This is an optimization exercise on Yosys and OpenROAD, whose aim is small area and a short achievable clock period, not a production implementation. The RTL was checked by simulation tests, not by an equivalence proof against the original design. Power figures rest on the tool's default switching activity, not on a simulated workload. The clock port is modelled as an ideal driver; clocking choices that lean on that would not hold on a real chip.

## job 5948
// SPI_Wrapper_FINAL
module SPI_Wrapper_FINAL (
    input MOSI , clk , rst , ss_n ,
    output MISO );
For scale: about 5 I/O pins.
Settings: LEC_CHECK=0, CAP_MARGIN=10, CELL_PAD_IN_SITES_DETAIL_PLACEMENT=0, CORE_MARGIN=2, CORE_UTILIZATION=45, CTS_CLUSTER_DIAMETER=80, CTS_CLUSTER_SIZE=32, PLACE_DENSITY=0.65, SETUP_SLACK_MARGIN=4.9, SLEW_MARGIN=10; clock period 7.5 ns.
run.sh (not shown) runs the stock make flow with config.mk's settings and CLKGATE_MAP_FILE= SYNTH_SCRIPT=/design/flow/synth_recipe.tcl, a recipe that flattens the netlist after the stock synthesis.
Job 5948 has completed all stages; timing, DRC and antenna checks passed.
Modified inputs, job 1141 compared to job 5948
Settings: CELL_PAD_IN_SITES_DETAIL_PLACEMENT changed from 0 to 1; CAP_MARGIN changed from 10 to 15; PLACE_DENSITY changed from 0.65 to 0.6; SLEW_MARGIN changed from 10 to 15; CORE_UTILIZATION changed from 45 to 50; SETUP_SLACK_MARGIN changed from 4.9 to 4.85.
--- outcome ---
- Compared with job 5948, in job 1141 floorplan die height moved down, final cell count fell 4.2%, total power after layout neither gained nor lost much.
- Job 1141 — post-route fraction of the period consumed by the critical path 0.27 points higher, job 5948 as reference
- Count of cells along the worst register-to-register path in job 1141 is 2 above job 5948.
[inputs] job 1223 vs job 1141
Settings: SLEW_MARGIN now 10, was 15; SETUP_SLACK_MARGIN now 4.9, was 4.85; CAP_MARGIN now 10, was 15; PLACE_DENSITY now 0.65, was 0.6; CORE_UTILIZATION now 45, was 50; CELL_PAD_IN_SITES_DETAIL_PLACEMENT now 0, was 1.
==> flow/flow/run.sh (new file) <==
#!/bin/bash
set -euo pipefail
export CTS_ARGS="-sink_clustering_enable -repair_clock_nets -sink_clustering_size 32 -sink_clustering_max_diameter 80 -dont_use_dummy_load"
bash standard.sh > standard_flow.log 2>&1
==> flow/standard.sh (new file) <==
#!/bin/bash
# synth_recipe.tcl (not shown) runs the flow's synth.tcl, then flattens the netlist and writes it again
# the make line also repeats each setting of config.mk as NAME=value (left out here)
make -C /OpenROAD-flow-scripts/flow DESIGN_CONFIG=/design/flow/config.mk WORK_HOME=/design/flow/orfs CLKGATE_MAP_FILE= SYNTH_SCRIPT=/design/flow/synth_recipe.tcl "${@:-finish}"
removed: flow/run.sh
[summary]
Job 1141 → job 1223: via count of the first global-routing pass decreased by about 15% relative to the old numbers, weighted congestion at the end of routability-driven global placement saw an increase, internal power of the cells down 0.60%, cell row count +6.
Proportion of cell area occupied by registers was lower in the run labelled job 1223.
[compare] base=job 1141 new=job 1223: worst hold-check slack -0.031 ns, first-pass GRT wire length now sits lower, design area was more or less identical, share of total power in the clock network decreased 1.0 points.
Job 1223 finished every stage and its layout cleared the timing, DRC and antenna checks.
## Diff of input files: job 6399 against job 1223
Settings: changing SETUP_SLACK_MARGIN from 4.9 to 4.95; changing CTS_CLUSTER_SIZE from 32 to 30; changing CTS_CLUSTER_DIAMETER from 80 to 90.
==> flow/run.sh (new file) <==
#!/bin/bash
# synth_recipe.tcl (not shown) runs the flow's synth.tcl, then flattens the netlist and writes it again
# the make line also repeats each setting of config.mk as NAME=value (left out here)
make -C /OpenROAD-flow-scripts/flow DESIGN_CONFIG=/design/flow/config.mk WORK_HOME=/design/flow/orfs CLKGATE_MAP_FILE= SYNTH_SCRIPT=/design/flow/synth_recipe.tcl finish
removed: flow/flow/run.sh
removed: flow/standard.sh
==> comparison <==
Taking job 1223 as the reference, in job 6399 synthesis-to-finish area growth went up by 0.72 points; final critical-path required period shows an increase of 0.041 ns.
Job 1223 and job 6399 ended up with roughly the same minimum setup slack among reg-to-reg paths.
Overall via count from detail_route: job 6399 higher than job 1223
Job 6399 vs. job 1223: final cell count without fillers now larger; clock insertion delay at the later pin of the skew report picked up an extra 0.02 ns; final instance area +0.67%; number of core rows closely matched the old numbers; routing usage on met1 shows an increase of 0.22 points.
Summary of job 6399 over job 1223: number of optimization iterations in the first detailed-route pass went up 1, power per standard cell area rose 1.4%.

## static timing again, ports no longer ideal
No port has a modelled driver above. Below, the same layouts with a new extraction and two added sets of constraints.
Step 1 assumes that a clkbuf_16 drives the clock port and a buf_2 every other input.
Step 2 also shifts input and output timing later by t, the mid clock arrival at the registers, as if the neighbouring blocks saw the same clock.
Slacks: ideal / step 1 / step 2; pairs: ideal / step 1.
run	t, ns	slack for setup (ns)	worst setup path at the end
job 5948	0.726	4.841 / 4.775 / 4.528	input to register
job 1141	0.732	4.821 / 4.756 / 4.253	input to register
job 1223	0.704	4.869 / 4.803 / 4.506	input to register
job 6399	0.738	4.828 / 4.754 / 4.514	input to register
After both steps setup and hold are still met in every run listed. The setup slack of job 1141, which loses most, moves by -0.065 ns with the drivers and by -0.568 ns with both steps.
